From an optimization exercise on the open Yosys and OpenROAD flow, aimed at small area and a short achievable clock period; shortcuts taken in it are not production practice. For this run, only the layout was checked, not whether the RTL still works. Power and IR drop assume default switching activity.

<file path="flow/flow/run.sh">
#!/bin/bash
set -o pipefail
export BUFFER_PORTS_ARGS="-buffer_cell sky130_fd_sc_hd__buf_1"
cp standard.sh standard_sh.txt 2>/dev/null
bash standard.sh > standard.log 2>&1
</file>
<file path="flow/standard.sh">
#!/bin/bash
# synth_recipe.tcl (not shown) runs the flow's synth.tcl, then flattens the netlist and writes it again
# the make line also repeats each setting of config.mk as NAME=value (left out here)
make -C /OpenROAD-flow-scripts/flow DESIGN_CONFIG=/design/flow/config.mk WORK_HOME=/design/flow/orfs CLKGATE_MAP_FILE= SYNTH_SCRIPT=/design/flow/synth_recipe.tcl "${@:-finish}"
</file>
<file path="flow/config.mk">
export PLATFORM = sky130hd
export DESIGN_NAME = complex
export DESIGN_NICKNAME = complex
export VERILOG_FILES = /design/flow/design.v
export SDC_FILE = /design/flow/constraint.sdc
export NUM_CORES = 4
export LEC_CHECK = 0
export CAP_MARGIN = 20
export CORE_MARGIN = 2
export CORE_UTILIZATION = 40
export CTS_BUF_LIST = sky130_fd_sc_hd__clkbuf_8
export CTS_CLUSTER_DIAMETER = 200
export CTS_CLUSTER_SIZE = 32
export PLACE_DENSITY = 0.6
export SETUP_SLACK_MARGIN = 4.4
export SLEW_MARGIN = 20
export SYNTH_HIERARCHICAL = 1
</file>
<file path="flow/constraint.sdc">
create_clock -name core_clock -period 10.0 [get_ports {clk}]
set_input_delay 2.0000 -clock core_clock [delete_from_list [all_inputs] [get_ports {clk}]]
set_output_delay 2.0000 -clock core_clock [all_outputs]
set_load 0.01 [all_outputs]
</file>
<file path="flow/design.v">
module HA(input a, input b, output s, output co);
  assign s = a ^ b;
  assign co = a & b;
endmodule
module HAN(input a, input b, output s, output co);
  assign s = ~(a ^ b);
  OR2 o (a, b, co);
endmodule
module FA(input a, input b, input c, output s, output co);
  assign s = a ^ b ^ c;
  assign co = (a & b) | (a & c) | (b & c);
endmodule
module FA1(input a, input b, output s, output co);
  assign s = ~(a ^ b);
  OR2 o (a, b, co);
endmodule
module OR2(input a, input b, output y);
  assign y = a | b;
endmodule
module G_NAND2(input a, input b, output y);
  assign y = ~(a & b);
endmodule
module G_NOR2(input a, input b, output y);
  assign y = ~(a | b);
endmodule
module G_AND2(input a, input b, output y);
  assign y = a & b;
endmodule
module G_NAND2B(input a_n, input b, output y);
  assign y = ~(~a_n & b);
endmodule
module G_NOR2B(input a, input b_n, output y);
  assign y = ~(a | ~b_n);
endmodule
module G_XOR2(input a, input b, output y);
  assign y = a ^ b;
endmodule
module G_XNOR2(input a, input b, output y);
  assign y = ~(a ^ b);
endmodule
module G_INV(input a, output y);
  assign y = ~a;
endmodule
module G_AOI21(input a1, input a2, input b1, output y);
  assign y = ~((a1 & a2) | b1);
endmodule
module G_OAI21(input a1, input a2, input b1, output y);
  assign y = ~((a1 | a2) & b1);
endmodule
module complex(clk, a0, a1, b0, b1, im, re);
  input clk;
  input [7:0] a0, a1, b0, b1;
  output reg [15:0] im, re;
  wire [15:0] re_d, im_d;
  wire r1;
  wire r2;
  wire r3;
  wire r4;
  wire r5;
  wire r6;
  wire r7;
  wire r8;
  wire r9;
  wire r10;
  wire r11;
  wire r12;
  wire r13;
  wire r14;
  wire r15;
  wire r16;
  wire r17;
  wire r18;
  wire r19;
  wire r20;
  wire r21;
  wire r22;
  wire r23;
  wire r24;
  wire r25;
  wire r26;
  wire r27;
  wire r28;
  wire r29;
  wire r30;
  wire r31;
  wire r32;
  wire r33;
  wire r34;
  wire r35;
  wire r36;
  wire r37;
  wire r38;
  wire r39;
  wire r40;
  wire r41;
  wire r42;
  wire r43;
  wire r44;
  wire r45;
  wire r46;
  wire r47;
  wire r48;
  wire r49;
  wire r50;
  wire r51;
  wire r52;
  wire r53;
  wire r54;
  wire r55;
  wire r56;
  wire r57;
  wire r58;
  wire r59;
  wire r60;
  wire rn61;
  wire r62;
  wire r63;
  wire r64;
  wire r65;
  wire r66;
  wire r67;
  wire r68;
  wire r69;
  wire r70;
  wire r71;
  wire r72;
  wire r73;
  wire r74;
  wire r75;
  wire r76;
  wire r77;
  wire r78;
  wire r79;
  wire r80;
  wire r81;
  wire r82;
  wire r83;
  wire r84;
  wire r85;
  wire r86;
  wire r87;
  wire r88;
  wire r89;
  wire r90;
  wire r91;
  wire r92;
  wire r93;
  wire r94;
  wire r95;
  wire r96;
  wire r97;
  wire r98;
  wire r99;
  wire r100;
  wire r101;
  wire r102;
  wire r103;
  wire r104;
  wire r105;
  wire r106;
  wire r107;
  wire r108;
  wire r109;
  wire r110;
  wire r111;
  wire r112;
  wire r113;
  wire r114;
  wire r115;
  wire r116;
  wire r117;
  wire r118;
  wire r119;
  wire r120;
  wire r121;
  wire r122;
  wire r123;
  wire r124;
  wire r125;
  wire r126;
  wire r127;
  wire r128;
  wire r129;
  wire r130;
  wire r131;
  wire r132;
  wire r133;
  wire r134;
  wire r135;
  wire r136;
  wire r137;
  wire r138;
  wire r139;
  wire r140;
  wire r141;
  wire r142;
  wire r143;
  wire r144;
  wire r145;
  wire rn146;
  wire r147;
  wire r148;
  wire r149;
  wire r150;
  wire r151;
  wire r152;
  wire r153;
  wire r154;
  wire r155;
  wire r156;
  wire r157;
  wire r158;
  wire r159;
  wire r160;
  wire r161;
  wire r162;
  wire rn163;
  wire r164;
  wire r165;
  wire rn166;
  wire r167;
  wire r168;
  wire rn169;
  wire r170;
  wire r171;
  wire rn172;
  wire r173;
  wire r174;
  wire r175;
  wire r176;
  wire r177;
  wire r178;
  wire r179;
  wire r180;
  wire r181;
  wire r182;
  wire r183;
  wire r184;
  wire r185;
  wire r186;
  wire r187;
  wire r188;
  wire r189;
  wire r190;
  wire r191;
  wire r192;
  wire r193;
  wire r194;
  wire rn195;
  wire r196;
  wire r197;
  wire rn198;
  wire r199;
  wire r200;
  wire rn201;
  wire r202;
  wire r203;
  wire rn204;
  wire r205;
  wire r206;
  wire r207;
  wire r208;
  wire r209;
  wire r210;
  wire r211;
  wire r212;
  wire r213;
  wire r214;
  wire r215;
  wire r216;
  wire rn217;
  wire r218;
  wire r219;
  wire r220;
  wire r221;
  wire rn222;
  wire r223;
  wire r224;
  wire r225;
  wire r226;
  wire rn227;
  wire r228;
  wire r229;
  wire rn230;
  wire r231;
  wire r232;
  wire rn233;
  wire r234;
  wire r235;
  wire rn236;
  wire r237;
  wire r238;
  wire rn239;
  wire r240;
  wire r241;
  wire ran242;
  wire rar243;
  wire rar244;
  wire ran245;
  wire ran246;
  wire rar247;
  wire rar248;
  wire ran249;
  wire ran250;
  wire rar251;
  wire rar252;
  wire ran253;
  wire ran254;
  wire rar255;
  wire rar256;
  wire ran257;
  wire ran258;
  wire rar259;
  wire rar260;
  wire ran261;
  wire ran262;
  wire rar263;
  wire rar264;
  wire ran265;
  wire rap266;
  wire rag267;
  wire rat268;
  wire rap269;
  wire rag270;
  wire rat271;
  wire rap272;
  wire rag273;
  wire rat274;
  wire rap275;
  wire rag276;
  wire rat277;
  wire rap278;
  wire rag279;
  wire rat280;
  wire rap281;
  wire rag282;
  wire rat283;
  wire rap284;
  wire rag285;
  wire rat286;
  wire rap287;
  wire rag288;
  wire rat289;
  wire rap290;
  wire rag291;
  wire rat292;
  wire rap293;
  wire rax294;
  wire rax295;
  wire ray296;
  wire rax297;
  wire ray298;
  wire rai299;
  wire rai300;
  wire rax301;
  wire ray302;
  wire rai303;
  wire rai304;
  wire rax305;
  wire ray306;
  wire rai307;
  wire rax308;
  wire rax309;
  wire rai310;
  wire rai311;
  wire rax312;
  wire ray313;
  wire rax314;
  wire ray315;
  wire rax316;
  wire rai317;
  wire rax318;
  wire rax319;
  wire rax320;
  wire rai321;
  wire rax322;
  wire rax323;
  wire ras324;
  wire ras325;
  wire ras326;
  wire ras327;
  wire ras328;
  wire ras329;
  wire ras330;
  wire ras331;
  wire ras332;
  wire ras333;
  wire i334;
  wire i335;
  wire i336;
  wire i337;
  wire i338;
  wire i339;
  wire i340;
  wire i341;
  wire i342;
  wire i343;
  wire i344;
  wire i345;
  wire i346;
  wire i347;
  wire i348;
  wire i349;
  wire i350;
  wire i351;
  wire i352;
  wire i353;
  wire i354;
  wire i355;
  wire i356;
  wire i357;
  wire i358;
  wire i359;
  wire i360;
  wire i361;
  wire i362;
  wire i363;
  wire i364;
  wire i365;
  wire i366;
  wire i367;
  wire i368;
  wire i369;
  wire i370;
  wire i371;
  wire i372;
  wire i373;
  wire i374;
  wire i375;
  wire i376;
  wire i377;
  wire i378;
  wire i379;
  wire i380;
  wire i381;
  wire i382;
  wire i383;
  wire i384;
  wire i385;
  wire i386;
  wire i387;
  wire i388;
  wire i389;
  wire i390;
  wire i391;
  wire i392;
  wire i393;
  wire i394;
  wire i395;
  wire i396;
  wire i397;
  wire i398;
  wire i399;
  wire i400;
  wire i401;
  wire i402;
  wire i403;
  wire i404;
  wire i405;
  wire i406;
  wire i407;
  wire i408;
  wire i409;
  wire i410;
  wire i411;
  wire i412;
  wire i413;
  wire i414;
  wire i415;
  wire i416;
  wire i417;
  wire i418;
  wire i419;
  wire i420;
  wire i421;
  wire i422;
  wire i423;
  wire i424;
  wire i425;
  wire i426;
  wire i427;
  wire i428;
  wire i429;
  wire i430;
  wire i431;
  wire i432;
  wire i433;
  wire i434;
  wire i435;
  wire i436;
  wire i437;
  wire i438;
  wire i439;
  wire i440;
  wire i441;
  wire i442;
  wire i443;
  wire i444;
  wire i445;
  wire i446;
  wire i447;
  wire i448;
  wire i449;
  wire i450;
  wire i451;
  wire i452;
  wire i453;
  wire i454;
  wire i455;
  wire i456;
  wire i457;
  wire i458;
  wire i459;
  wire i460;
  wire i461;
  wire i462;
  wire i463;
  wire i464;
  wire i465;
  wire i466;
  wire i467;
  wire i468;
  wire i469;
  wire i470;
  wire i471;
  wire i472;
  wire i473;
  wire i474;
  wire i475;
  wire i476;
  wire i477;
  wire i478;
  wire i479;
  wire i480;
  wire i481;
  wire i482;
  wire i483;
  wire i484;
  wire i485;
  wire i486;
  wire i487;
  wire i488;
  wire i489;
  wire i490;
  wire i491;
  wire i492;
  wire i493;
  wire i494;
  wire i495;
  wire i496;
  wire i497;
  wire i498;
  wire i499;
  wire i500;
  wire i501;
  wire i502;
  wire i503;
  wire i504;
  wire i505;
  wire i506;
  wire i507;
  wire i508;
  wire i509;
  wire i510;
  wire i511;
  wire i512;
  wire i513;
  wire i514;
  wire i515;
  wire i516;
  wire i517;
  wire i518;
  wire i519;
  wire i520;
  wire i521;
  wire i522;
  wire i523;
  wire i524;
  wire i525;
  wire i526;
  wire i527;
  wire i528;
  wire i529;
  wire i530;
  wire i531;
  wire i532;
  wire i533;
  wire i534;
  wire i535;
  wire i536;
  wire i537;
  wire i538;
  wire i539;
  wire i540;
  wire i541;
  wire i542;
  wire i543;
  wire iar544;
  wire iar545;
  wire iar546;
  wire iar547;
  wire ian548;
  wire iar549;
  wire iar550;
  wire ian551;
  wire iar552;
  wire iar553;
  wire ian554;
  wire iar555;
  wire iar556;
  wire ian557;
  wire iar558;
  wire iar559;
  wire ian560;
  wire iap561;
  wire iag562;
  wire iat563;
  wire iap564;
  wire iag565;
  wire iat566;
  wire iap567;
  wire iag568;
  wire iat569;
  wire iap570;
  wire iag571;
  wire iat572;
  wire iap573;
  wire iag574;
  wire iat575;
  wire iap576;
  wire iag577;
  wire iat578;
  wire iap579;
  wire iag580;
  wire iat581;
  wire iap582;
  wire iag583;
  wire iat584;
  wire iap585;
  wire iag586;
  wire iat587;
  wire iap588;
  wire iai589;
  wire iax590;
  wire iax591;
  wire iay592;
  wire iax593;
  wire iay594;
  wire iax595;
  wire iay596;
  wire iax597;
  wire iay598;
  wire iai599;
  wire iax600;
  wire iax601;
  wire iai602;
  wire iai603;
  wire iax604;
  wire iay605;
  wire iax606;
  wire iay607;
  wire iax608;
  wire iai609;
  wire iax610;
  wire iax611;
  wire iax612;
  wire iai613;
  wire iax614;
  wire iax615;
  wire ias616;
  wire ias617;
  wire ias618;
  wire ias619;
  wire ias620;
  wire ias621;
  wire ias622;
  wire ias623;
  wire ias624;
  wire ias625;
  FA1 ru2 (~(a1[0] & b1[6]), ~(a1[1] & b1[5]), r1, r2);
  FA1 ru4 (~(a1[0] & b1[7]), ~(a1[1] & b1[6]), r3, r4);
  FA ru6 (~(a1[2] & b1[5]), ~(a1[3] & b1[4]), ~(a1[4] & b1[3]), r5, r6);
  HA ru8 (~(a1[5] & b1[2]), ~(a1[6] & b1[1]), r7, r8);
  FA1 ru10 (~(a1[1] & b1[7]), ~(a1[2] & b1[6]), r9, r10);
  FA ru12 (~(a1[3] & b1[5]), ~(a1[4] & b1[4]), ~(a1[5] & b1[3]), r11, r12);
  HA ru14 (~(a1[6] & b1[2]), ~(a1[7] & b1[1]), r13, r14);
  FA ru16 (~(a1[2] & b1[7]), ~(a1[3] & b1[6]), ~(a1[4] & b1[5]), r15, r16);
  FA1 ru18 (~(a1[0] & b1[4]), ~(a1[1] & b1[3]), r17, r18);
  FA1 ru20 (~(a1[0] & b1[5]), ~(a1[1] & b1[4]), r19, r20);
  FA ru22 (~(a1[2] & b1[3]), ~(a1[3] & b1[2]), ~(a1[4] & b1[1]), r21, r22);
  HAN ru24 (~(a0[0] & b0[5]), ~(a0[1] & b0[4]), r23, r24);
  FA ru26 (~(a1[2] & b1[4]), ~(a1[3] & b1[3]), ~(a1[4] & b1[2]), r25, r26);
  FA ru28 (~(a0[0] & b0[6]), ~(a0[1] & b0[5]), ~(a0[2] & b0[4]), r27, r28);
  FA ru30 (~(a0[3] & b0[3]), ~(a0[4] & b0[2]), ~(a0[5] & b0[1]), r29, r30);
  HA ru32 (~(a1[5] & b1[1]), ~(a1[6] & b1[0]), r31, r32);
  FA ru34 (~(a0[0] & b0[7]), ~(a0[1] & b0[6]), ~(a0[2] & b0[5]), r33, r34);
  FA ru36 (~(a0[3] & b0[4]), ~(a0[4] & b0[3]), ~(a0[5] & b0[2]), r35, r36);
  FA ru38 (~(a1[7] & b1[0]), r2, r3, r37, r38);
  FA ru40 (r7, r32, r26, r39, r40);
  FA ru42 (~(a0[1] & b0[7]), ~(a0[2] & b0[6]), ~(a0[3] & b0[5]), r41, r42);
  FA ru44 (~(a0[4] & b0[4]), ~(a0[5] & b0[3]), ~(a0[6] & b0[2]), r43, r44);
  FA ru46 (r4, r8, r9, r45, r46);
  FA ru48 (~(a0[7] & b0[1]), r34, r36, r47, r48);
  FA ru50 (~(a1[5] & b1[4]), ~(a1[6] & b1[3]), ~(a1[7] & b1[2]), r49, r50);
  FA ru52 (~(a0[2] & b0[7]), ~(a0[3] & b0[6]), ~(a0[4] & b0[5]), r51, r52);
  FA ru54 (~(a0[5] & b0[4]), ~(a0[6] & b0[3]), ~(a0[7] & b0[2]), r53, r54);
  FA ru56 (r10, r14, r12, r55, r56);
  FA ru58 (~(a1[3] & b1[7]), ~(a1[4] & b1[6]), ~(a1[5] & b1[5]), r57, r58);
  FA ru60 (~(a0[3] & b0[7]), ~(a0[4] & b0[6]), ~(a0[5] & b0[5]), r59, r60);
  G_INV rnu61 (~(a1[6] & b1[4]), rn61);
  FA ru63 (~(a0[6] & b0[4]), ~(a0[7] & b0[3]), rn61, r62, r63);
  FA ru65 (~(a1[4] & b1[7]), ~(a1[5] & b1[6]), ~(a1[6] & b1[5]), r64, r65);
  FA1 ru67 (~(a1[0] & b1[3]), ~(a1[1] & b1[2]), r66, r67);
  FA ru69 (~(a1[2] & b1[1]), ~(a1[3] & b1[0]), ~(a1[0] & b1[2]), r68, r69);
  FA ru71 (~(a1[2] & b1[2]), ~(a1[3] & b1[1]), ~(a1[4] & b1[0]), r70, r71);
  FA ru73 (~(a0[0] & b0[4]), ~(a0[1] & b0[3]), ~(a0[2] & b0[2]), r72, r73);
  HAN ru75 (~(a0[3] & b0[1]), ~(a0[4] & b0[0]), r74, r75);
  FA ru77 (~(a0[2] & b0[3]), ~(a0[3] & b0[2]), ~(a0[4] & b0[1]), r76, r77);
  FA ru79 (~(a1[5] & b1[0]), r18, r19, r78, r79);
  FA ru81 (~(a0[5] & b0[0]), r23, r75, r80, r81);
  FA ru83 (r20, r1, r31, r82, r83);
  FA ru85 (~(a0[6] & b0[0]), r24, r77, r84, r85);
  FA ru87 (r22, r25, r79, r86, r87);
  FA ru89 (~(a0[6] & b0[1]), ~(a0[7] & b0[0]), r28, r88, r89);
  FA ru91 (r30, r33, r35, r90, r91);
  FA ru93 (r5, r83, r37, r92, r93);
  FA ru95 (r13, r6, r11, r94, r95);
  FA ru97 (r38, r45, r40, r96, r97);
  FA ru99 (r41, r43, r89, r98, r99);
  FA ru101 (r42, r44, r51, r100, r101);
  FA ru103 (r15, r49, r46, r102, r103);
  FA ru105 (r53, r48, r100, r104, r105);
  FA ru107 (~(a1[7] & b1[3]), r16, r50, r106, r107);
  FA ru109 (r52, r54, r59, r108, r109);
  FA ru111 (r57, r56, r106, r110, r111);
  FA ru113 (~(a0[4] & b0[7]), ~(a0[5] & b0[6]), ~(a0[6] & b0[5]), r112, r113);
  FA ru115 (~(a1[7] & b1[4]), r58, r64, r114, r115);
  FA ru117 (~(a0[7] & b0[4]), r60, r112, r116, r117);
  FA ru119 (~(a1[5] & b1[7]), ~(a1[6] & b1[6]), ~(a1[7] & b1[5]), r118, r119);
  FA ru121 (~(a0[5] & b0[7]), ~(a0[6] & b0[6]), ~(a0[7] & b0[5]), r120, r121);
  FA ru123 (~(a1[1] & b1[1]), ~(a1[2] & b1[0]), ~(a1[0] & b1[1]), r122, r123);
  HAN ru125 (~(a0[0] & b0[2]), ~(a0[1] & b0[1]), r124, r125);
  FA ru127 (~(a0[0] & b0[3]), ~(a0[1] & b0[2]), ~(a0[2] & b0[1]), r126, r127);
  FA ru129 (r66, r123, r68, r128, r129);
  FA ru131 (r67, r17, r69, r130, r131);
  FA ru133 (r74, r127, r72, r132, r133);
  FA ru135 (r71, r21, r78, r134, r135);
  FA ru137 (r73, r76, r80, r136, r137);
  FA ru139 (r27, r29, r81, r138, r139);
  FA ru141 (r82, r86, r135, r140, r141);
  FA ru143 (r85, r88, r90, r142, r143);
  FA ru145 (r39, r87, r92, r144, r145);
  G_INV rnu146 (r94, rn146);
  FA ru148 (r47, r91, rn146, r147, r148);
  FA ru150 (r98, r143, r147, r149, r150);
  FA ru152 (r55, r95, r102, r151, r152);
  FA ru154 (r99, r104, r148, r153, r154);
  FA ru156 (r62, r101, r108, r155, r156);
  FA ru158 (r103, r110, r152, r157, r158);
  FA ru160 (r63, r109, r116, r159, r160);
  FA ru162 (r107, r114, r111, r161, r162);
  G_INV rnu163 (r113, rn163);
  FA ru165 (r65, r118, rn163, r164, r165);
  G_INV rnu166 (r115, rn166);
  FA ru168 (r120, r117, rn166, r167, r168);
  G_INV rnu169 (~(a1[6] & b1[7]), rn169);
  FA ru171 (~(a0[6] & b0[7]), ~(a0[7] & b0[6]), rn169, r170, r171);
  G_INV rnu172 (r121, rn172);
  FA ru174 (~(a1[7] & b1[6]), r119, rn172, r173, r174);
  HAN ru176 (~(a0[0] & b0[1]), ~(a0[1] & b0[0]), r175, r176);
  FA ru178 (~(a0[2] & b0[0]), ~(a1[0] & b1[2]), r124, r177, r178);
  FA ru180 (~(a0[3] & b0[0]), r125, r126, r179, r180);
  FA ru182 (r70, r129, r130, r181, r182);
  FA ru184 (r131, r134, r182, r183, r184);
  FA ru186 (r84, r137, r138, r185, r186);
  FA ru188 (r139, r142, r186, r187, r188);
  FA ru190 (r93, r96, r145, r189, r190);
  FA ru192 (r97, r151, r190, r191, r192);
  FA ru194 (r105, r155, r154, r193, r194);
  G_INV rnu195 (r161, rn195);
  FA ru197 (r156, r159, rn195, r196, r197);
  G_INV rnu198 (r164, rn198);
  FA ru200 (rn198, r160, r167, r199, r200);
  G_INV rnu201 (r170, rn201);
  FA ru203 (rn201, r165, r173, r202, r203);
  G_INV rnu204 (~(a1[7] & b1[7]), rn204);
  FA ru206 (~(a0[7] & b0[7]), rn204, r171, r205, r206);
  HAN ru208 (~(a1[0] & b1[1]), r175, r207, r208);
  FA ru210 (r176, r208, r177, r209, r210);
  FA ru212 (r178, r179, r210, r211, r212);
  FA ru214 (r180, r132, r212, r213, r214);
  FA ru216 (r133, r136, r214, r215, r216);
  G_INV rnu217 (r185, rn217);
  FA ru219 (r140, r184, rn217, r218, r219);
  FA ru221 (r141, r144, r219, r220, r221);
  G_INV rnu222 (r189, rn222);
  FA ru224 (r149, r188, rn222, r223, r224);
  FA ru226 (r153, r150, r224, r225, r226);
  G_INV rnu227 (r193, rn227);
  FA ru229 (r157, rn227, r192, r228, r229);
  G_INV rnu230 (r158, rn230);
  FA ru232 (rn230, r194, r196, r231, r232);
  G_INV rnu233 (r162, rn233);
  FA ru235 (rn233, r199, r197, r234, r235);
  G_INV rnu236 (r202, rn236);
  FA ru238 (r168, rn236, r200, r237, r238);
  G_INV rnu239 (r205, rn239);
  FA ru241 (r174, rn239, r203, r240, r241);
  G_INV ranu242 (~(a1[0] & b1[0]), ran242);
  HA raru244 (~(a0[0] & b0[0]), ran242, rar243, rar244);
  G_INV ranu245 (rar243, ran245);
  G_INV ranu246 (~(a1[1] & b1[0]), ran246);
  FA raru248 (ran246, rar244, r207, rar247, rar248);
  G_INV ranu249 (rar247, ran249);
  G_INV ranu250 (r122, ran250);
  FA raru252 (ran250, rar248, r209, rar251, rar252);
  G_INV ranu253 (rar251, ran253);
  G_INV ranu254 (r128, ran254);
  FA raru256 (ran254, r211, rar252, rar255, rar256);
  G_INV ranu257 (rar255, ran257);
  G_INV ranu258 (r181, ran258);
  FA raru260 (ran258, r213, rar256, rar259, rar260);
  G_INV ranu261 (rar259, ran261);
  G_INV ranu262 (r183, ran262);
  FA raru264 (ran262, r215, rar260, rar263, rar264);
  G_INV ranu265 (rar263, ran265);
  G_XNOR2 rapu266 (r218, r216, rap266);
  G_NAND2B ragu267 (r216, r218, rag267);
  G_NOR2B ratu268 (r218, r216, rat268);
  G_XNOR2 rapu269 (r220, r187, rap269);
  G_NAND2B ragu270 (r187, r220, rag270);
  G_NOR2B ratu271 (r220, r187, rat271);
  G_XNOR2 rapu272 (r221, r223, rap272);
  G_NAND2B ragu273 (r223, r221, rag273);
  G_NOR2B ratu274 (r221, r223, rat274);
  G_XNOR2 rapu275 (r191, r225, rap275);
  G_NAND2B ragu276 (r225, r191, rag276);
  G_NOR2B ratu277 (r191, r225, rat277);
  G_XNOR2 rapu278 (r228, r226, rap278);
  G_NAND2B ragu279 (r226, r228, rag279);
  G_NOR2B ratu280 (r228, r226, rat280);
  G_XNOR2 rapu281 (r229, r231, rap281);
  G_NAND2B ragu282 (r231, r229, rag282);
  G_NOR2B ratu283 (r229, r231, rat283);
  G_XOR2 rapu284 (r232, r234, rap284);
  G_NOR2 ragu285 (r232, r234, rag285);
  G_NAND2 ratu286 (r232, r234, rat286);
  G_XOR2 rapu287 (r235, r237, rap287);
  G_NOR2 ragu288 (r235, r237, rag288);
  G_NAND2 ratu289 (r235, r237, rat289);
  G_XNOR2 rapu290 (r240, r238, rap290);
  G_NAND2B ragu291 (r238, r240, rag291);
  G_NOR2B ratu292 (r240, r238, rat292);
  G_XNOR2 rapu293 (r241, r206, rap293);
  G_OAI21 raxu294 (rat268, rar264, rag267, rax294);
  G_OAI21 raxu295 (rat274, rag270, rag273, rax295);
  G_NOR2 rayu296 (rat274, rat271, ray296);
  G_OAI21 raxu297 (rat280, rag276, rag279, rax297);
  G_NOR2 rayu298 (rat280, rat277, ray298);
  G_INV raiu299 (rag282, rai299);
  G_INV raiu300 (rat283, rai300);
  G_AOI21 raxu301 (rat286, rai299, rag285, rax301);
  G_NAND2 rayu302 (rat286, rai300, ray302);
  G_INV raiu303 (rag288, rai303);
  G_INV raiu304 (rat289, rai304);
  G_OAI21 raxu305 (rat292, rai303, rag291, rax305);
  G_NOR2 rayu306 (rat292, rai304, ray306);
  G_INV raiu307 (rax294, rai307);
  G_OAI21 raxu308 (rat271, rai307, rag270, rax308);
  G_AOI21 raxu309 (ray296, rax294, rax295, rax309);
  G_INV raiu310 (rax297, rai310);
  G_INV raiu311 (ray298, rai311);
  G_OAI21 raxu312 (rat283, rai310, rag282, rax312);
  G_NOR2 rayu313 (rat283, rai311, ray313);
  G_OAI21 raxu314 (ray302, rai310, rax301, rax314);
  G_NOR2 rayu315 (ray302, rai311, ray315);
  G_OAI21 raxu316 (rat277, rax309, rag276, rax316);
  G_INV raiu317 (rax309, rai317);
  G_AOI21 raxu318 (ray298, rai317, rax297, rax318);
  G_AOI21 raxu319 (ray313, rai317, rax312, rax319);
  G_AOI21 raxu320 (ray315, rai317, rax314, rax320);
  G_INV raiu321 (rax320, rai321);
  G_AOI21 raxu322 (rat289, rai321, rag288, rax322);
  G_AOI21 raxu323 (ray306, rai321, rax305, rax323);
  G_XNOR2 rasu324 (rap266, rar264, ras324);
  G_XOR2 rasu325 (rap269, rax294, ras325);
  G_XOR2 rasu326 (rap272, rax308, ras326);
  G_XNOR2 rasu327 (rap275, rax309, ras327);
  G_XOR2 rasu328 (rap278, rax316, ras328);
  G_XNOR2 rasu329 (rap281, rax318, ras329);
  G_XNOR2 rasu330 (rap284, rax319, ras330);
  G_XNOR2 rasu331 (rap287, rax320, ras331);
  G_XNOR2 rasu332 (rap290, rax322, ras332);
  G_XNOR2 rasu333 (rap293, rax323, ras333);
  HAN iu335 (~(a0[0] & b1[6]), ~(a0[1] & b1[5]), i334, i335);
  FA iu337 (~(a0[0] & b1[7]), ~(a0[1] & b1[6]), ~(a0[2] & b1[5]), i336, i337);
  FA iu339 (~(a0[3] & b1[4]), ~(a0[4] & b1[3]), ~(a0[5] & b1[2]), i338, i339);
  FA iu341 (~(a0[1] & b1[7]), ~(a0[2] & b1[6]), ~(a0[3] & b1[5]), i340, i341);
  HAN iu343 (~(a0[4] & b1[4]), ~(a0[5] & b1[3]), i342, i343);
  HAN iu345 (~(a0[2] & b1[7]), ~(a0[3] & b1[6]), i344, i345);
  HAN iu347 (~(a0[0] & b1[4]), ~(a0[1] & b1[3]), i346, i347);
  FA iu349 (~(a0[0] & b1[5]), ~(a0[1] & b1[4]), ~(a0[2] & b1[3]), i348, i349);
  FA iu351 (~(a0[3] & b1[2]), ~(a0[4] & b1[1]), ~(a0[5] & b1[0]), i350, i351);
  FA iu353 (~(a0[2] & b1[4]), ~(a0[3] & b1[3]), ~(a0[4] & b1[2]), i352, i353);
  FA iu355 (~(a0[5] & b1[1]), ~(a0[6] & b1[0]), ~(a1[0] & b0[6]), i354, i355);
  FA iu357 (~(a1[1] & b0[5]), ~(a1[2] & b0[4]), ~(a1[3] & b0[3]), i356, i357);
  FA iu359 (~(a0[6] & b1[1]), ~(a0[7] & b1[0]), ~(a1[0] & b0[7]), i358, i359);
  FA iu361 (~(a1[1] & b0[6]), ~(a1[2] & b0[5]), ~(a1[3] & b0[4]), i360, i361);
  FA iu363 (~(a1[4] & b0[3]), ~(a1[5] & b0[2]), ~(a1[6] & b0[1]), i362, i363);
  HAN iu365 (~(a1[7] & b0[0]), i335, i364, i365);
  FA iu367 (~(a0[6] & b1[2]), ~(a0[7] & b1[1]), ~(a1[1] & b0[7]), i366, i367);
  FA iu369 (~(a1[2] & b0[6]), ~(a1[3] & b0[5]), ~(a1[4] & b0[4]), i368, i369);
  FA iu371 (~(a1[5] & b0[3]), ~(a1[6] & b0[2]), ~(a1[7] & b0[1]), i370, i371);
  FA iu373 (i342, i337, i339, i372, i373);
  FA iu375 (~(a0[4] & b1[5]), ~(a0[5] & b1[4]), ~(a0[6] & b1[3]), i374, i375);
  FA iu377 (~(a0[7] & b1[2]), ~(a1[2] & b0[7]), ~(a1[3] & b0[6]), i376, i377);
  FA iu379 (~(a1[4] & b0[5]), ~(a1[5] & b0[4]), ~(a1[6] & b0[3]), i378, i379);
  FA iu381 (~(a1[7] & b0[2]), i343, i344, i380, i381);
  FA iu383 (~(a0[3] & b1[7]), ~(a0[4] & b1[6]), ~(a0[5] & b1[5]), i382, i383);
  FA iu385 (~(a0[6] & b1[4]), ~(a0[7] & b1[3]), ~(a1[3] & b0[7]), i384, i385);
  FA iu387 (~(a1[4] & b0[6]), ~(a1[5] & b0[5]), ~(a1[6] & b0[4]), i386, i387);
  FA iu389 (~(a0[4] & b1[7]), ~(a0[5] & b1[6]), ~(a0[6] & b1[5]), i388, i389);
  FA iu391 (~(a0[0] & b1[3]), ~(a0[1] & b1[2]), ~(a0[2] & b1[1]), i390, i391);
  FA iu393 (~(a0[2] & b1[2]), ~(a0[3] & b1[1]), ~(a0[4] & b1[0]), i392, i393);
  FA iu395 (~(a1[0] & b0[4]), ~(a1[1] & b0[3]), ~(a1[2] & b0[2]), i394, i395);
  FA iu397 (~(a1[0] & b0[5]), ~(a1[1] & b0[4]), ~(a1[2] & b0[3]), i396, i397);
  FA iu399 (~(a1[3] & b0[2]), ~(a1[4] & b0[1]), ~(a1[5] & b0[0]), i398, i399);
  HAN iu401 (i347, i393, i400, i401);
  FA iu403 (~(a1[4] & b0[2]), ~(a1[5] & b0[1]), ~(a1[6] & b0[0]), i402, i403);
  FA iu405 (i334, i349, i351, i404, i405);
  FA iu407 (i397, i399, i352, i406, i407);
  FA iu409 (i353, i355, i357, i408, i409);
  FA iu411 (i403, i336, i338, i410, i411);
  FA iu413 (i358, i360, i362, i412, i413);
  FA iu415 (i359, i361, i363, i414, i415);
  FA iu417 (i340, i366, i368, i416, i417);
  FA iu419 (i370, i365, i409, i418, i419);
  FA iu421 (i341, i367, i369, i420, i421);
  FA iu423 (i371, i374, i376, i422, i423);
  FA iu425 (i378, i380, i373, i424, i425);
  FA iu427 (~(a1[7] & b0[3]), i345, i375, i426, i427);
  FA iu429 (i377, i379, i382, i428, i429);
  FA iu431 (i384, i386, i381, i430, i431);
  FA iu433 (~(a0[7] & b1[4]), ~(a1[4] & b0[7]), ~(a1[5] & b0[6]), i432, i433);
  FA iu435 (~(a1[6] & b0[5]), ~(a1[7] & b0[4]), i383, i434, i435);
  FA iu437 (i385, i387, i388, i436, i437);
  FA iu439 (~(a0[5] & b1[7]), ~(a0[6] & b1[6]), ~(a0[7] & b1[5]), i438, i439);
  FA iu441 (~(a1[5] & b0[7]), ~(a1[6] & b0[6]), ~(a1[7] & b0[5]), i440, i441);
  FA iu443 (~(a0[0] & b1[2]), ~(a0[1] & b1[1]), ~(a0[2] & b1[0]), i442, i443);
  FA iu445 (~(a0[3] & b1[0]), ~(a1[0] & b0[3]), ~(a1[1] & b0[2]), i444, i445);
  HAN iu447 (~(a1[2] & b0[1]), ~(a1[3] & b0[0]), i446, i447);
  FA iu449 (~(a1[3] & b0[1]), ~(a1[4] & b0[0]), i346, i448, i449);
  FA iu451 (i447, i391, i445, i450, i451);
  FA iu453 (i395, i348, i350, i452, i453);
  FA iu455 (i396, i398, i400, i454, i455);
  FA iu457 (i354, i356, i402, i456, i457);
  FA iu459 (i401, i404, i453, i458, i459);
  FA iu461 (i364, i405, i407, i460, i461);
  FA iu463 (i408, i457, i410, i462, i463);
  FA iu465 (i372, i411, i413, i464, i465);
  FA iu467 (i414, i416, i418, i466, i467);
  FA iu469 (i415, i417, i420, i468, i469);
  FA iu471 (i422, i419, i424, i470, i471);
  FA iu473 (i421, i423, i426, i472, i473);
  FA iu475 (i428, i430, i425, i474, i475);
  FA iu477 (i432, i427, i429, i476, i477);
  FA iu479 (i434, i436, i431, i478, i479);
  FA iu481 (i389, i433, i438, i480, i481);
  FA iu483 (i440, i435, i437, i482, i483);
  FA iu485 (~(a0[6] & b1[7]), ~(a0[7] & b1[6]), ~(a1[6] & b0[7]), i484, i485);
  FA iu487 (~(a1[7] & b0[6]), i439, i441, i486, i487);
  HAN iu489 (~(a0[0] & b1[1]), ~(a0[1] & b1[0]), i488, i489);
  FA iu491 (~(a1[0] & b0[2]), ~(a1[1] & b0[1]), ~(a1[2] & b0[0]), i490, i491);
  FA iu493 (i446, i443, i491, i492, i493);
  FA iu495 (i392, i394, i448, i494, i495);
  FA iu497 (i449, i451, i452, i496, i497);
  FA iu499 (i406, i456, i455, i498, i499);
  FA iu501 (i412, i459, i460, i500, i501);
  FA iu503 (i461, i463, i464, i502, i503);
  FA iu505 (i465, i468, i467, i504, i505);
  FA iu507 (i469, i472, i471, i506, i507);
  FA iu509 (i473, i476, i478, i508, i509);
  FA iu511 (i480, i477, i482, i510, i511);
  FA iu513 (i484, i481, i486, i512, i513);
  FA iu515 (~(a0[7] & b1[7]), ~(a1[7] & b0[7]), i485, i514, i515);
  HAN iu517 (~(a1[0] & b0[1]), ~(a1[1] & b0[0]), i516, i517);
  FA iu519 (i489, i517, i442, i518, i519);
  FA iu521 (i390, i444, i492, i520, i521);
  FA iu523 (i493, i450, i494, i522, i523);
  FA iu525 (i454, i495, i496, i524, i525);
  FA iu527 (i458, i497, i498, i526, i527);
  FA iu529 (i462, i499, i500, i528, i529);
  FA iu531 (i466, i501, i502, i530, i531);
  FA iu533 (i470, i503, i504, i532, i533);
  FA iu535 (i474, i505, i506, i534, i535);
  FA iu537 (i475, i508, i507, i536, i537);
  FA iu539 (i479, i510, i509, i538, i539);
  FA iu541 (i483, i512, i511, i540, i541);
  FA iu543 (i487, i514, i513, i542, i543);
  G_XOR2 iaru544 (~(a0[0] & b1[0]), ~(a1[0] & b0[0]), iar544);
  OR2 iaru545 (~(a0[0] & b1[0]), ~(a1[0] & b0[0]), iar545);
  FA iaru547 (iar545, i488, i516, iar546, iar547);
  G_INV ianu548 (iar546, ian548);
  FA iaru550 (i490, iar547, i518, iar549, iar550);
  G_INV ianu551 (iar549, ian551);
  FA iaru553 (i519, i520, iar550, iar552, iar553);
  G_INV ianu554 (iar552, ian554);
  FA iaru556 (i521, i522, iar553, iar555, iar556);
  G_INV ianu557 (iar555, ian557);
  FA iaru559 (i523, i524, iar556, iar558, iar559);
  G_INV ianu560 (iar558, ian560);
  G_XOR2 iapu561 (i525, i526, iap561);
  G_NOR2 iagu562 (i525, i526, iag562);
  G_NAND2 iatu563 (i525, i526, iat563);
  G_XOR2 iapu564 (i527, i528, iap564);
  G_NOR2 iagu565 (i527, i528, iag565);
  G_NAND2 iatu566 (i527, i528, iat566);
  G_XOR2 iapu567 (i529, i530, iap567);
  G_NOR2 iagu568 (i529, i530, iag568);
  G_NAND2 iatu569 (i529, i530, iat569);
  G_XOR2 iapu570 (i531, i532, iap570);
  G_NOR2 iagu571 (i531, i532, iag571);
  G_NAND2 iatu572 (i531, i532, iat572);
  G_XOR2 iapu573 (i533, i534, iap573);
  G_NOR2 iagu574 (i533, i534, iag574);
  G_NAND2 iatu575 (i533, i534, iat575);
  G_XOR2 iapu576 (i535, i536, iap576);
  G_NOR2 iagu577 (i535, i536, iag577);
  G_NAND2 iatu578 (i535, i536, iat578);
  G_XOR2 iapu579 (i537, i538, iap579);
  G_NOR2 iagu580 (i537, i538, iag580);
  G_NAND2 iatu581 (i537, i538, iat581);
  G_XOR2 iapu582 (i539, i540, iap582);
  G_NOR2 iagu583 (i539, i540, iag583);
  G_NAND2 iatu584 (i539, i540, iat584);
  G_XOR2 iapu585 (i541, i542, iap585);
  G_NOR2 iagu586 (i541, i542, iag586);
  G_NAND2 iatu587 (i541, i542, iat587);
  G_XOR2 iapu588 (i515, i543, iap588);
  G_INV iaiu589 (iar559, iai589);
  G_AOI21 iaxu590 (iat563, iai589, iag562, iax590);
  G_AOI21 iaxu591 (iat569, iag565, iag568, iax591);
  G_NAND2 iayu592 (iat569, iat566, iay592);
  G_AOI21 iaxu593 (iat575, iag571, iag574, iax593);
  G_NAND2 iayu594 (iat575, iat572, iay594);
  G_AOI21 iaxu595 (iat581, iag577, iag580, iax595);
  G_NAND2 iayu596 (iat581, iat578, iay596);
  G_AOI21 iaxu597 (iat587, iag583, iag586, iax597);
  G_NAND2 iayu598 (iat587, iat584, iay598);
  G_INV iaiu599 (iax590, iai599);
  G_AOI21 iaxu600 (iat566, iai599, iag565, iax600);
  G_OAI21 iaxu601 (iay592, iax590, iax591, iax601);
  G_INV iaiu602 (iax593, iai602);
  G_INV iaiu603 (iay594, iai603);
  G_AOI21 iaxu604 (iat578, iai602, iag577, iax604);
  G_NAND2 iayu605 (iat578, iai603, iay605);
  G_OAI21 iaxu606 (iay596, iax593, iax595, iax606);
  G_NOR2 iayu607 (iay596, iay594, iay607);
  G_AOI21 iaxu608 (iat572, iax601, iag571, iax608);
  G_INV iaiu609 (iax601, iai609);
  G_OAI21 iaxu610 (iay594, iai609, iax593, iax610);
  G_OAI21 iaxu611 (iay605, iai609, iax604, iax611);
  G_AOI21 iaxu612 (iay607, iax601, iax606, iax612);
  G_INV iaiu613 (iax612, iai613);
  G_AOI21 iaxu614 (iat584, iai613, iag583, iax614);
  G_OAI21 iaxu615 (iay598, iax612, iax597, iax615);
  G_XNOR2 iasu616 (iap561, iar559, ias616);
  G_XNOR2 iasu617 (iap564, iax590, ias617);
  G_XNOR2 iasu618 (iap567, iax600, ias618);
  G_XOR2 iasu619 (iap570, iax601, ias619);
  G_XNOR2 iasu620 (iap573, iax608, ias620);
  G_XOR2 iasu621 (iap576, iax610, ias621);
  G_XOR2 iasu622 (iap579, iax611, ias622);
  G_XNOR2 iasu623 (iap582, iax612, ias623);
  G_XNOR2 iasu624 (iap585, iax614, ias624);
  G_XOR2 iasu625 (iap588, iax615, ias625);
  assign re_d[0] = ran245;
  assign re_d[1] = ran249;
  assign re_d[2] = ran253;
  assign re_d[3] = ran257;
  assign re_d[4] = ran261;
  assign re_d[5] = ran265;
  assign re_d[6] = ras324;
  assign re_d[7] = ras325;
  assign re_d[8] = ras326;
  assign re_d[9] = ras327;
  assign re_d[10] = ras328;
  assign re_d[11] = ras329;
  assign re_d[12] = ras330;
  assign re_d[13] = ras331;
  assign re_d[14] = ras332;
  assign re_d[15] = ras333;
  assign im_d[0] = iar544;
  assign im_d[1] = ian548;
  assign im_d[2] = ian551;
  assign im_d[3] = ian554;
  assign im_d[4] = ian557;
  assign im_d[5] = ian560;
  assign im_d[6] = ias616;
  assign im_d[7] = ias617;
  assign im_d[8] = ias618;
  assign im_d[9] = ias619;
  assign im_d[10] = ias620;
  assign im_d[11] = ias621;
  assign im_d[12] = ias622;
  assign im_d[13] = ias623;
  assign im_d[14] = ias624;
  assign im_d[15] = ias625;
  always @(posedge clk) begin
    re <= re_d;
    im <= im_d;
  end
endmodule
</file>
==> impl_results.md <==
* Outcome: timing/DRC/antenna clean
* First-pass iteration count of the detailed router at 5
* Via count of the first global-routing pass at 5842
* Count of antenna diodes in the layout at 0
* Critical Setup Path Class: input pin to register
* Sequential fraction of the synthesis area at a little over 8%
* Clock Pin Slew Worst Setup and Hold Paths at 0.08 ns
* Remaining routing DRC violations at 0
* Routability cong. at 0.7796
* Library cells used by synthesis at 16
* Vias per std cell at 4.831
* Mapped Area at 7814 sq um
* Aggregate routed wire length at 17220 um
* Average wire per standard cell at 15.68 um
* Area growth from synthesis to layout at 14.73%
* Fraction of the core area covered by cells at the end of the flow at 46.37%
* Hold violation count in the final report at 0
* Count of endpoints failing setup in the final report at 0
* Top_reg_cell synth: dfxtp_1
* Cell occurring most often along the worst timing path: fa_1
* Clock period minus worst slack at approximately 5.8 ns
* H-tree levels at 2
* Worst endpoint data arrival time at approximately 6 ns
* Synth area leaders: fa_1 52%, nand2_1 13%, buf_6 9.1%
* Worst-path cell chain: buf_12 > nand2_1 > fa_1 > fa_1 > inv_1 > fa_1 > fa_1 > fa_2 > fa_2 > nor2b_4 > nor2_4 > inv_2 > nor2_4 > a21oi_4 > inv_2 > a21oi_2 > xnor2_1
* Clock tree sinks at 32
* Area of the core region at 19330 sq um
* Nets at 1073
* Actual slew at the worst max-slew pin at 0.2723 ns
* Max capacitance violation total at 0
* Yosys warns at 7
* Category of the worst setup path capture point: register
* Count of flip-flops with a built-in enable after synthesis at 0
* DIE HEIGHT at ~140 um
* Number of nets produced by synthesis at ~1000
* Count of antenna-violating nets left after detailed routing at 0
* Cell type with the largest total area after synthesis: fa_1
* # port buffers at 64
* Initial core utilization at roughly two fifths
* Final number of max-transition violations at 0
* GRT Residual Overflow at 0
* Maximum number of buffers from clock root to sink at 2
* Cell family contributing the most delay on the critical path: adder cells
* Post-DP HPWL at ~12000 um
* Number of instances in the synthesized netlist at just under 800
* GRT Resource Usage Total at between 10% and 20%
* Number of DRC markers after the initial detailed-route iteration at 337
* Period utilization at between 50% and 60%
* Die Footprint at about 21000 sq um
* Category of the worst setup path launch point: input pin
* Ranking of synthesized cells by instance count: 266 x nand2_1, 204 x fa_1, 63 x buf_6
* Fraction of layout cells with a size suffix above 1 at between 20% and 30%
* Longest individual stage delay on the worst path at 0.57 ns
* Total power density per cell area at between 300 and 400 nW/um^2
* FP Rows at 51
* Crit-path slowest cell: fa_2
* Static Leak at 0.003386 uW
* Setup WS post-layout at around 4.2 ns
* Upper clock frequency limit at approximately 170 MHz
* Fillers at 1807
* Hold-fix buffers, CTS at 0
* Synth Register Bits at 32
* Area share of the largest cell type after synthesis at 52.27%
* IO Count at 65
* Via count at 5304
* Crit-path max FO at 16
* Required @ worst endpoint at 10.23 ns
* Die width at 143.8 um
* Root cell of the clock tree: clkbuf_8
* Worst setup slack after placement at 3.123 ns
* Post-Route Setup TNS at 0 ns
* Total clock buffers created by CTS at 5
* Number of antenna violations at the first check in global routing at 0
* TritonCTS clock tree: yes
* Maximum number of pins on one net before global-route repair at 17
* Instance count along the most critical hold path at 3
* Hold Crit Class: input pin to register
* Worst max-slew margin expressed relative to the limit at 81.83%
* Max rail drop VDD at 0.3019 mV
* Global-route wire length before repair at 28520 um
* Post-synthesis average cell area at 10.16 sq um
* Number of cells on the critical path at 17
* Setup repair after global routing missed its margin: yes
* Most frequent cell after synthesis: nand2_1
* Combined buffer and inverter count along the critical path at 4
* Share of async-settable or async-resettable flops after synthesis at 0%
-- registers in the layout (all words and copies together), names as in the netlist --
register and count:
re 16, im 16
-- worst min-delay path, cell delays in order --
cell and delay [ns]:
buf_12 0.13, nand2_1 0.10, xor2_1 0.08
-- worst paths after layout --
kind,startpoint,endpoint,slack [ns]
max,a1[4],re[15]$_DFF_P_,4.22
min,b1[0],im[0]$_DFF_P_,2.04
-- cell usage in the layout, fill, tap and decap left out, drive strengths merged --
master and instances:
a21oi 17, buf 119, clkbuf 7, clkinv 2
dfxtp 32, fa 204, ha 4, inv 49
nand2 273, nand2b 7, nor2 17, nor2b 7
o21ai 13, or2 21, xnor2 41, xor2 20
-- where the power goes --
group	internal (uW)	switching [uW]	total, uW
Sequential	237	14.2	251
Combinational	1400	1440	2840
Clock	55.0	56.8	112
Total	1690	1510	3200
-- through the flow --
stage	area (sq um)	cells	power, uW	hold slack [ns]
final	8965	1098	3203	2.043
after global routing	8965	1098	3561	2.048
after CTS	8543	1080	2818	1.997
after detailed placement	7767	1038	2565	2.384
after global placement	7767	1038	2532	2.386
after floorplan	7903	769	2208	2.294
-- routing by layer --
metal  up-vias  GRT usage [%]  wire [um]
met5         -              0          0
met4         0          4.076        255
met3        15          3.166       1173
met2       187          29.40       8798
met1      2744          24.13       6990
li1       2358              -          -
-- per-module statistics from Yosys (local to each module, per instance), excerpt --
module | cell area (sq um) | flip-flops and latches | cells
complex | 2349 | 32 | 352
HA | 12.51 | 0 | 1
G_AOI21 | 8.758 | 0 | 1
G_XNOR2 | 8.758 | 0 | 1
G_NAND2B | 6.256 | 0 | 1
G_OAI21 | 5.005 | 0 | 1
G_NOR2 | 3.754 | 0 | 1
G_INV | 3.754 | 0 | 1
-- what timing repair did --
item                       in CTS  in global routing
gates cloned                    0                  0
setup endpoints to repair      18                 12
pin swaps                      20                 27
setup buffers                  34                 18
resized for setup             174                 77
-- layout make-up --
type                            instances  area [sq um]  area share [%]
Clock buffer                            6         82.58          0.9211
Clock inverter                          2         10.01          0.1117
Inverter                               49         183.9           2.052
Multi-Input combinational cell        624          6594           73.55
Sequential cell                        32         640.6           7.146
Tap cell                              265         331.6           3.699
Timing Repair Buffer                  120          1122           12.52
-- logic make-up (layout without fill, tap and decap cells) --
kind of cell	Yosys count	count (layout)	share of synthesized area, %
XOR/XNOR	61	61	6.837
buffers and inverters	113	177	11.69
AO/OA/AOI/OAI	30	30	2.738
adder cells (fa/ha/maj)	208	208	52.91
flip-flops	32	32	8.199
AND/OR/NAND/NOR	325	325	17.63

## re-timing with driven ports
The flow's constraints put no driver on any port. The routed layout listed below was extracted and timed again, unchanged, in two steps. Step 1 (the two cells are an assumption about what drives the block):
set clk [get_ports {clk}]
set_driving_cell -lib_cell sky130_fd_sc_hd__clkbuf_16 $clk
set_driving_cell -lib_cell sky130_fd_sc_hd__buf_2 [delete_from_list [all_inputs] $clk]
Step 2 adds t to the input delays and takes it off the output delays; t is the mean of the earliest and latest rising clock arrival at the registers after step 1. Input paths then give back, and output paths get back, about the clock's delay inside the block. Slacks: no drivers / after step 1 / after step 2; pairs: no drivers / after step 1.
t, ns: 0.341
setup slack, ns: 4.222 / 4.174 / 3.833
slew at the worst register clock pin (ns): 0.08 / 0.08
worst data-port slew with drivers (ns): 0.12
After both steps setup and hold are still met in this run. For this run, drivers alone change the setup slack by -0.048 ns; drivers and shift together by -0.389 ns.
